From an optimization exercise on the open Yosys and OpenROAD flow, aimed at small area, a short achievable clock period and few clock cycles; shortcuts taken in it are not production practice. Where RTL was checked, it was by simulation tests only, not by an equivalence proof against the original. Function not checked in run 2: the RTL went through the layout flow alone. Power and IR drop assume default switching activity.

==> flow/design.v, too long to show whole: its modules and the start of the top module <==
// module alu_unit: 951 lines
module alu_unit(
    input clk,
    input rst,
    input in_valid,
    output in_ready,
    input [15:0] a,
    input [15:0] b,
    input [2:0] op,
    output reg out_valid,
    output reg [15:0] r
    );
  // ...
==> flow/flow/run.sh <==
#!/bin/bash
# Layout flow: the standard flow, except that synthesis maps with the
# ABC script in flow/abc_area.script (area-oriented mapping, no ABC
# buffering/upsizing; the resizer later fixes timing on the placed design).
# Then: buf_1 port buffers, clkbuf_8 clock buffers, and the resizer asked
# to leave 55 ns of setup slack. Each part logs to its own file.
set -e
rm -rf scripts_abc
cp -r "$FLOW_HOME/scripts" scripts_abc
cp flow/abc_area.script scripts_abc/abc_area.script
A=("BUFFER_PORTS_ARGS=-buffer_cell sky130_fd_sc_hd__buf_1" CTS_BUF_LIST=sky130_fd_sc_hd__clkbuf_8 SETUP_SLACK_MARGIN=55 ABC_CLOCK_PERIOD_IN_PS=13000)
bash standard.sh "${A[@]}" SCRIPTS_DIR=$PWD/scripts_abc synth > synth.log 2>&1
bash standard.sh "${A[@]}" finish > standard.log 2>&1
==> flow/flow/abc_area.script <==
strash
dch
map -a
topo
stime -c
buffer -c
upsize -c
dnsize -c
==> flow/standard.sh <==
#!/bin/bash
# synth_recipe.tcl (not shown) runs the flow's synth.tcl, then flattens the netlist and writes it again
# the make line also repeats each setting of config.mk as NAME=value (left out here)
make -C /OpenROAD-flow-scripts/flow DESIGN_CONFIG=/design/flow/config.mk WORK_HOME=/design/flow/orfs CLKGATE_MAP_FILE= SYNTH_SCRIPT=/design/flow/synth_recipe.tcl "${@:-finish}"
==> flow/config.mk <==
export PLATFORM = sky130hd
export DESIGN_NAME = alu_unit
export DESIGN_NICKNAME = alu_unit
export VERILOG_FILES = /design/flow/design.v
export SDC_FILE = /design/flow/constraint.sdc
export NUM_CORES = 4
export LEC_CHECK = 0
export ABC_AREA = 1
export CAP_MARGIN = 20
export CORE_MARGIN = 2
export CORE_UTILIZATION = 40
export SLEW_MARGIN = 20
==> flow/constraint.sdc <==
create_clock -name core_clock -period 70.0 [get_ports {clk}]
set_input_delay 14.0000 -clock core_clock [delete_from_list [all_inputs] [get_ports {clk}]]
set_output_delay 14.0000 -clock core_clock [all_outputs]
set_load 0.01 [all_outputs]
==> impl_results.md, run 1 <==
- Top-count cell post-synth: nand2_1
- Bufs w/o clock: around 300
- Vias per std cell: between 5 and 6
- Syn Inst Count: roughly 1100
- Setup CP Type: register to register
- Seq pwr: ~0.069 mW
- Crit path DAT: between 15000 and 20000 ps
- CTS max path bufs: 2
- Seq. cell area: 2002 um2
- H-tree depth: 3
- TritonCTS Buffers: 9
- Clock power frac: 0.120
- Met2 wire len: approximately 15000 um
- Clock network power: a little over 0.04 mW
- Crit start category: register
- Net Sw Power: around 0.15 mW
- FP Rows: 53
- Gate power share: 0.674
- Io pins: 56
- CP required: 70300 ps
- Worst slew pin tran: around 770 ps
- Synth Register Bits: 99
- Minimum clock period: approximately 17000 ps
- Sequential Power Share: 0.206
- Synth area leaders: dfxtp_1 (23%), ha_1 (15%), fa_1 (13%)
- Mux cell area share after synthesis: 0.005044
- F_max: 58.84 MHz
- Status: finished clean
- Core ar.: between 20000 and 25000 um2
- Initial antenna violation count: 0
- Seq_cells: between 90 and 100
- RR Startpoint: div1
- Comb group: ~0.23 mW
- EDFF count, synth: 0
- Setup crit end: r[4]
- Logic inverters: around 120
- Met3 Wirelength: 2356 um
- CP max FO: 8
- Maximum VDD drop: approximately 0.000012 V
- Post-synth cell types: a little under 60
- Grt peak-use layer: met2
- CTS sink cnt: 99
Testbench counts, summed over its fixed seeds: cycles 4,024.
==> run 2, diff against run 1 <==
--- a/flow/design.v
+++ b/flow/design.v
@@ -20,17 +20,17 @@
     op_q <= op;
     v0 <= in_valid & ~rst;
 end
 wire mul0 = op_q == 3'd3;
 wire div0 = op_q == 3'd4;
 wire add0 = op_q == 3'd1;
 wire sub0 = op_q == 3'd2;
 wire [15:0] y0 = b_q ^ {16{div0 | sub0}};
-wire [15:0] x0 = {a_q[15:7] & {9{~mul0}}, a_q[6:0]};
+wire [15:0] x0 = {a_q[15:6] & {10{~mul0}}, a_q[5:0]};
 wire [1:0] s15;
 wire g15_0_0 = (x0[15] & y0[0]) | ((div0 | sub0) & (x0[15] ^ y0[0]));
 wire p15_0_0 = x0[15] ^ y0[0];
 assign s15[0] = p15_0_0 ^ (div0 | sub0);
 assign s15[1] = g15_0_0;
 wire sel15 = mul0 ? a_q[15] : (div0 & s15[1] & &y0[15:1]);
 wire [15:0] x_15 = sel15 ? {s15[0:0], x0[14:0]} : x0;
 wire [2:0] s14;
@@ -298,51 +298,37 @@
 assign s7[4] = p7_4_4 ^ g7_3_0;
 assign s7[5] = p7_5_5 ^ g7_4_0;
 assign s7[6] = p7_6_6 ^ g7_5_0;
 assign s7[7] = p7_7_7 ^ g7_6_0;
 assign s7[8] = p7_8_8 ^ g7_7_0;
 assign s7[9] = g7_8_0;
 wire sel7 = mul0 ? a_q[7] : (div0 & s7[9] & &y0[15:9]);
 wire [15:0] x_7 = sel7 ? {s7[8:0], x_8[6:0]} : x_8;
-reg [15:0] x1, y1;
-reg [15:7] q1;
-reg mul1, div1, add1, sub1, v1;
-always @(posedge clk) begin
-    x1 <= x_7;
-    y1 <= y0;
-    q1 <= {sel15, sel14, sel13, sel12, sel11, sel10, sel9, sel8, sel7};
-    mul1 <= mul0;
-    div1 <= div0;
-    add1 <= add0;
-    sub1 <= sub0;
-    v1 <= v0 & ~rst;
-end
-wire xl6 = ~mul1 & x1[6];
 wire [10:0] s6;
-wire g6_0_0 = (xl6 & y1[0]) | ((div1 | sub1) & (xl6 ^ y1[0]));
-wire p6_0_0 = xl6 ^ y1[0];
-wire g6_1_1 = x1[7] & y1[1];
-wire p6_1_1 = x1[7] ^ y1[1];
-wire g6_2_2 = x1[8] & y1[2];
-wire p6_2_2 = x1[8] ^ y1[2];
-wire g6_3_3 = x1[9] & y1[3];
-wire p6_3_3 = x1[9] ^ y1[3];
-wire g6_4_4 = x1[10] & y1[4];
-wire p6_4_4 = x1[10] ^ y1[4];
-wire g6_5_5 = x1[11] & y1[5];
-wire p6_5_5 = x1[11] ^ y1[5];
-wire g6_6_6 = x1[12] & y1[6];
-wire p6_6_6 = x1[12] ^ y1[6];
-wire g6_7_7 = x1[13] & y1[7];
-wire p6_7_7 = x1[13] ^ y1[7];
-wire g6_8_8 = x1[14] & y1[8];
-wire p6_8_8 = x1[14] ^ y1[8];
-wire g6_9_9 = x1[15] & y1[9];
-wire p6_9_9 = x1[15] ^ y1[9];
+wire g6_0_0 = (x_7[6] & y0[0]) | ((div0 | sub0) & (x_7[6] ^ y0[0]));
+wire p6_0_0 = x_7[6] ^ y0[0];
+wire g6_1_1 = x_7[7] & y0[1];
+wire p6_1_1 = x_7[7] ^ y0[1];
+wire g6_2_2 = x_7[8] & y0[2];
+wire p6_2_2 = x_7[8] ^ y0[2];
+wire g6_3_3 = x_7[9] & y0[3];
+wire p6_3_3 = x_7[9] ^ y0[3];
+wire g6_4_4 = x_7[10] & y0[4];
+wire p6_4_4 = x_7[10] ^ y0[4];
+wire g6_5_5 = x_7[11] & y0[5];
+wire p6_5_5 = x_7[11] ^ y0[5];
+wire g6_6_6 = x_7[12] & y0[6];
+wire p6_6_6 = x_7[12] ^ y0[6];
+wire g6_7_7 = x_7[13] & y0[7];
+wire p6_7_7 = x_7[13] ^ y0[7];
+wire g6_8_8 = x_7[14] & y0[8];
+wire p6_8_8 = x_7[14] ^ y0[8];
+wire g6_9_9 = x_7[15] & y0[9];
+wire p6_9_9 = x_7[15] ^ y0[9];
 wire g6_1_0 = g6_1_1 | (p6_1_1 & g6_0_0);
 wire p6_1_0 = p6_1_1 & p6_0_0;
 wire g6_3_2 = g6_3_3 | (p6_3_3 & g6_2_2);
 wire p6_3_2 = p6_3_3 & p6_2_2;
 wire g6_5_4 = g6_5_5 | (p6_5_5 & g6_4_4);
 wire p6_5_4 = p6_5_5 & p6_4_4;
 wire g6_7_6 = g6_7_7 | (p6_7_7 & g6_6_6);
 wire p6_7_6 = p6_7_7 & p6_6_6;
@@ -363,53 +349,66 @@
 wire g6_6_0 = g6_6_4 | (p6_6_4 & g6_3_0);
 wire p6_6_0 = p6_6_4 & p6_3_0;
 wire g6_7_0 = g6_7_4 | (p6_7_4 & g6_3_0);
 wire p6_7_0 = p6_7_4 & p6_3_0;
 wire g6_8_0 = g6_8_8 | (p6_8_8 & g6_7_0);
 wire p6_8_0 = p6_8_8 & p6_7_0;
 wire g6_9_0 = g6_9_8 | (p6_9_8 & g6_7_0);
 wire p6_9_0 = p6_9_8 & p6_7_0;
-assign s6[0] = p6_0_0 ^ (div1 | sub1);
+assign s6[0] = p6_0_0 ^ (div0 | sub0);
 assign s6[1] = p6_1_1 ^ g6_0_0;
 assign s6[2] = p6_2_2 ^ g6_1_0;
 assign s6[3] = p6_3_3 ^ g6_2_0;
 assign s6[4] = p6_4_4 ^ g6_3_0;
 assign s6[5] = p6_5_5 ^ g6_4_0;
 assign s6[6] = p6_6_6 ^ g6_5_0;
 assign s6[7] = p6_7_7 ^ g6_6_0;
 assign s6[8] = p6_8_8 ^ g6_7_0;
 assign s6[9] = p6_9_9 ^ g6_8_0;
 assign s6[10] = g6_9_0;
-wire sel6 = mul1 ? x1[6] : (div1 & s6[10] & &y1[15:10]);
-wire [15:0] x_6 = sel6 ? {s6[9:0], x1[5:0]} : x1;
-wire xl5 = ~mul1 & x_6[5];
+wire sel6 = mul0 ? a_q[6] : (div0 & s6[10] & &y0[15:10]);
+wire [15:0] x_6 = sel6 ? {s6[9:0], x_7[5:0]} : x_7;
+reg [15:0] x1, y1;
+reg [15:6] q1;
+reg mul1, div1, add1, sub1, v1;
+always @(posedge clk) begin
+    x1 <= x_6;
+    y1 <= y0;
+    q1 <= {sel15, sel14, sel13, sel12, sel11, sel10, sel9, sel8, sel7, sel6};
+    mul1 <= mul0;
+    div1 <= div0;
+    add1 <= add0;
+    sub1 <= sub0;
+    v1 <= v0 & ~rst;
+end
+wire xl5 = ~mul1 & x1[5];
 wire [11:0] s5;
 wire g5_0_0 = (xl5 & y1[0]) | ((div1 | sub1) & (xl5 ^ y1[0]));
 wire p5_0_0 = xl5 ^ y1[0];
-wire g5_1_1 = x_6[6] & y1[1];
-wire p5_1_1 = x_6[6] ^ y1[1];
-wire g5_2_2 = x_6[7] & y1[2];
-wire p5_2_2 = x_6[7] ^ y1[2];
-wire g5_3_3 = x_6[8] & y1[3];
-wire p5_3_3 = x_6[8] ^ y1[3];
-wire g5_4_4 = x_6[9] & y1[4];
-wire p5_4_4 = x_6[9] ^ y1[4];
-wire g5_5_5 = x_6[10] & y1[5];
-wire p5_5_5 = x_6[10] ^ y1[5];
-wire g5_6_6 = x_6[11] & y1[6];
-wire p5_6_6 = x_6[11] ^ y1[6];
-wire g5_7_7 = x_6[12] & y1[7];
-wire p5_7_7 = x_6[12] ^ y1[7];
-wire g5_8_8 = x_6[13] & y1[8];
-wire p5_8_8 = x_6[13] ^ y1[8];
-wire g5_9_9 = x_6[14] & y1[9];
-wire p5_9_9 = x_6[14] ^ y1[9];
-wire g5_10_10 = x_6[15] & y1[10];
-wire p5_10_10 = x_6[15] ^ y1[10];
+wire g5_1_1 = x1[6] & y1[1];
+wire p5_1_1 = x1[6] ^ y1[1];
+wire g5_2_2 = x1[7] & y1[2];
+wire p5_2_2 = x1[7] ^ y1[2];
+wire g5_3_3 = x1[8] & y1[3];
+wire p5_3_3 = x1[8] ^ y1[3];
+wire g5_4_4 = x1[9] & y1[4];
+wire p5_4_4 = x1[9] ^ y1[4];
+wire g5_5_5 = x1[10] & y1[5];
+wire p5_5_5 = x1[10] ^ y1[5];
+wire g5_6_6 = x1[11] & y1[6];
+wire p5_6_6 = x1[11] ^ y1[6];
+wire g5_7_7 = x1[12] & y1[7];
+wire p5_7_7 = x1[12] ^ y1[7];
+wire g5_8_8 = x1[13] & y1[8];
+wire p5_8_8 = x1[13] ^ y1[8];
+wire g5_9_9 = x1[14] & y1[9];
+wire p5_9_9 = x1[14] ^ y1[9];
+wire g5_10_10 = x1[15] & y1[10];
+wire p5_10_10 = x1[15] ^ y1[10];
 wire g5_1_0 = g5_1_1 | (p5_1_1 & g5_0_0);
 wire p5_1_0 = p5_1_1 & p5_0_0;
 wire g5_3_2 = g5_3_3 | (p5_3_3 & g5_2_2);
 wire p5_3_2 = p5_3_3 & p5_2_2;
 wire g5_5_4 = g5_5_5 | (p5_5_5 & g5_4_4);
 wire p5_5_4 = p5_5_5 & p5_4_4;
 wire g5_7_6 = g5_7_7 | (p5_7_7 & g5_6_6);
 wire p5_7_6 = p5_7_7 & p5_6_6;
@@ -446,18 +445,18 @@
 assign s5[4] = p5_4_4 ^ g5_3_0;
 assign s5[5] = p5_5_5 ^ g5_4_0;
 assign s5[6] = p5_6_6 ^ g5_5_0;
 assign s5[7] = p5_7_7 ^ g5_6_0;
 assign s5[8] = p5_8_8 ^ g5_7_0;
 assign s5[9] = p5_9_9 ^ g5_8_0;
 assign s5[10] = p5_10_10 ^ g5_9_0;
 assign s5[11] = g5_10_0;
-wire sel5 = mul1 ? x_6[5] : (div1 & s5[11] & &y1[15:11]);
-wire [15:0] x_5 = sel5 ? {s5[10:0], x_6[4:0]} : x_6;
+wire sel5 = mul1 ? x1[5] : (div1 & s5[11] & &y1[15:11]);
+wire [15:0] x_5 = sel5 ? {s5[10:0], x1[4:0]} : x1;
 wire xl4 = ~mul1 & x_5[4];
 wire [12:0] s4;
 wire g4_0_0 = (xl4 & y1[0]) | ((div1 | sub1) & (xl4 ^ y1[0]));
 wire p4_0_0 = xl4 ^ y1[0];
 wire g4_1_1 = x_5[5] & y1[1];
 wire p4_1_1 = x_5[5] ^ y1[1];
 wire g4_2_2 = x_5[6] & y1[2];
 wire p4_2_2 = x_5[6] ^ y1[2];
@@ -937,16 +936,16 @@
 assign s0[11] = p0_11_11 ^ g0_10_0;
 assign s0[12] = p0_12_12 ^ g0_11_0;
 assign s0[13] = p0_13_13 ^ g0_12_0;
 assign s0[14] = p0_14_14 ^ g0_13_0;
 assign s0[15] = p0_15_15 ^ g0_14_0;
 assign s0[16] = g0_15_0;
 wire sel0 = mul1 ? x_1[0] : (div1 & s0[16] & 1'b1) | add1 | (sub1 & s0[16]);
 wire [15:0] x_0 = sel0 ? s0[15:0] : {x_1[15:1], xl0};
-wire [15:0] q = {q1[15:7], sel6, sel5, sel4, sel3, sel2, sel1, sel0};
+wire [15:0] q = {q1[15:6], sel5, sel4, sel3, sel2, sel1, sel0};
 wire [15:0] res = div1 ? q :
                   (mul1 | add1 | (sub1 & sel0)) ? x_0 : 16'd0;
 always @(posedge clk) begin
     r <= res;
     out_valid <= v1 & ~rst;
 end
 endmodule
==> flow/flow/run.sh (replaced) <==
#!/bin/bash
# Standard layout flow (buf_1 port buffers, clkbuf_8 clock buffers, resizer aims at 55 ns setup slack), logged to standard.log.
bash standard.sh SETUP_SLACK_MARGIN=55 "BUFFER_PORTS_ARGS=-buffer_cell sky130_fd_sc_hd__buf_1" CTS_BUF_LIST=sky130_fd_sc_hd__clkbuf_8 finish > standard.log 2>&1
removed: flow/flow/abc_area.script
==> impl_results.md, run 2 <==
- Io pins: 56 (unchanged)
- Final #Nets: roughly 1700
- TritonCTS Buffers: 9 (unchanged)
- Setup CP Type: register to register
- Top-count cell post-synth: nand2_1
- Synth Net Count: approximately 1500
- Worst Skew: between 20 and 30 ps
- Maximum VDD drop: 0.00001355 V (+12%)
- Commonest non-fill, non-tap cell in the layout: nand2_1
- Post-synth cell types: 50 (-15%)
- Most used flip-flop cell after synthesis: dfxtp_1
- Max-slew headroom: 0.4030
- Crit start category: register
- Synth Register Bits: 100 (+1.0%)
- Pwr dens: approximately 22 nW/um2
- Ys Warns: 1
- Area of the multi-input gates: between 7000 and 8000 um2
- Commonest cells post-synth: nand2_1 (363), inv_1 (150), nand3_1 (122), ha_1 (102), dfxtp_1 (100)
- Post-synth ARST share: 0
- Clock latency on the worst-skew pair: about 400 ps
- Placed instance area: 9985 um2
- Total wire length: about 29000 um
- H-tree depth: 3 (unchanged)
- Vias per std cell: 5.065 (-7.6%)
- Critical Path Source: op_q[1]
- Worst slew pin tran: 894.3 ps (+126.5 ps)
- Fin. Hold Viols: 0
- Post-CTS Hold Buffers: 0
- Worst-path clk slew: approximately 120 ps
- Clk root buf: clkbuf_8
- Drt pass-1 iters: 6
- Die ar.: 24810 um2
- Leading area contributor after synthesis: dfxtp_1
- F_max: 64.89 MHz (+10%)
- Area Growth Syn to Fin: 32.23%
- Detailed Route Iter0 Violations: between 600 and 700
- Routability cong.: ~0.90
- Hold Path Stages: 0
- Gr ovfl total: 0
- Hold Crit Class: register to register
- PortBufs: 54
- CP required: 70280 ps (-20 ps)
- Synth area leaders: dfxtp_1 (21%), nand2_1 (14%), ha_1 (14%)
- Layout cell share with drive strength beyond 1: 0.2930
- Vias in the first global route: between 8000 and 9000
- Max-Cap Viols: 0
- Sequential-to-total area share from yosys stat: 0.2124
- Slew Limit Fails: 0
- Syn Inst Count: 1294 (+21%)
- Seq. cell area: 2018 um2 (+0.81%)
- Minimum clock period: 15410 ps (-1583 ps)
- Detailed-route via count: around 9000
- Hold_sp: a_q[3]
- Die X: roughly 160 um
- CP Capture Type: register
- RSZ-0062 raised after global routing: yes
- CTS max path bufs: 2 (unchanged)
- Global-route wire length before repair: 44270 um
- Pleak: approximately 6.1 nW
- Most frequent cells in the layout: nand2_1 (312), buf_4 (131), inv_1 (128), nand3_1 (104), dfxtp_1 (93)
- FP Rows: 56 (+5.7%)
- Cell mode on critical path: nand2_2
- CTS tree: yes
- WL per Instance: approximately 16 um
- Detail Route Antenna Nets: 0
- Place WS: just over 50000 ps
- Synth Area per Inst: about 7.3 um2
- Fin crit share: 0.2202
- Post-route cell area: 12460 um2
- Fill count: approximately 2100
- Setup-failing EPs final: 0
- Core ar.: 23330 um2 (+10%)
- TNS Setup: 0 ps
- RR Startpoint: op_q[1]
- Post-DP HPWL: 20010 um
- # diodes: 0
- DR DRC count: 0
- Finished Core Util: 0.5342
- Final setup margin: about 55000 ps
- Overall Global Routing Usage: 0.2302
- Initial antenna violation count: 0 (unchanged)
- CTS sink cnt: 100 (+1.0%)
- Status: finished clean
- Die Ht: 157.5 um
- Critical path's slowest cell: fa_1
- Area share of the leading cell type in the synthesized netlist: 0.2124
- Post-Syn Area: about 9400 um2
- Reg2Reg Depth: 108
- EDFF count, synth: 0 (unchanged)
- CP max FO: 14 (+6)
- Largest net degree at the start of global routing: 31
- Initial Util: 0.4040
- Crit-path max cell delay: between 400 and 500 ps
- Crit path DAT: 15700 ps (-1600 ps)
[run 2: cell types whose count changed after synthesis, sizes merged, moves of 19 or more]
| cell | change |
|---|---|
| a21oi | -21 |
| and2 | +19 |
| inv | +43 |
| nand2 | +175 |
| nand3 | +107 |
| nor2 | -38 |
| o21ai | -41 |
| or2 | +21 |
[run 2: what timing repair did]
item | in CTS | in global routing
hold endpoints to repair | 0 | 0
pin swaps | 95 | 83
setup buffers | 100 | 43
gates cloned | 1 | 1
setup endpoints to repair | 30 | 29
resized for setup | 165 | 118
[run 2: kinds of logic after synthesis]
group,Yosys count,share of synthesized area
AND/OR/NAND/NOR,640,0.3013
XOR/XNOR,68,0.06478
other,1,0.0003979
buffers and inverters,187,0.07845
flip-flops,100,0.2124
AO/OA/AOI/OAI,140,0.08801
multiplexers,1,0.002389
adder cells (fa/ha/maj),157,0.2522
[run 2: final timing paths]
check | endpoint | slack (ps)
worst max register to register | x1[10] | 54590
worst max-delay path | x1[10] | 54590
worst min-delay path | x1[3] | 340
worst min register to register | x1[3] | 340
[run 2: cell type report]
cell class                      count  area share
Multi-Input combinational cell   1008      0.6187
Sequential cell                   100      0.1619
Timing Repair Buffer              205      0.1164
Inverter                          160     0.05431
Tap cell                          319     0.03202
Clock buffer                        9    0.009939
Clock inverter                      6    0.006726
[run 2: where the power goes]
part	internal (mW)	switching, mW
sequential	0.0621	0.00631
clock	0.0172	0.0239
combinational	0.0760	0.0935
[run 2: through the flow]
stage / hold WS (ps) / power, mW / std cells
floorplan: 309.6 / 0.1734 / 1294
global placement: 313.4 / 0.2025 / 1647
detailed placement: 312.8 / 0.2028 / 1647
CTS: 340.0 / 0.2626 / 1763
global route: 347.1 / 0.3034 / 1807
finish: 335.8 / 0.2790 / 1807
[run 2: worst max-delay path, delay by kind of cell, from the launching register on]
family / cells / cell delay, ps
buffers and inverters: 18 / 1730
AO/OA/AOI/OAI: 18 / 2580
adder cells (fa/ha/maj): 13 / 4260
flip-flops: 1 / 400
XOR/XNOR: 2 / 270
AND/OR/NAND/NOR: 57 / 6000
[run 2: per-layer routing]
layer	wire length, um	GRT usage	vias up
li1	-	-	4525
met1	12540	0.2924	4263
met2	14240	0.3968	286
met3	1476	0.03359	78
met4	1068	0.08312	0
met5	0	0	-

==> what the ideal ports hide <==
The flow's constraints put no driver on any port. The routed layouts listed below were extracted and timed again, unchanged, in two steps. Step 1 assumes that a clkbuf_16 drives the clock port and a buf_2 every other input. Step 2 times the ports against the registers' clock, not the clock port: input delays grow and output delays shrink by t, the midpoint of the rising clock arrivals with the driver on. Three values: ideal ports, drivers, drivers and shift; two values: the first two.
| run | t, ns | setup slack, ns | cell pins on the clock port's net |
|---|---|---|---|
| run 1 | 0.438 | 53.006 / 53.006 / 53.006 | 1 |
| run 2 | 0.433 | 54.589 / 54.589 / 54.589 | 1 |
After both steps every run listed still meets setup and hold.
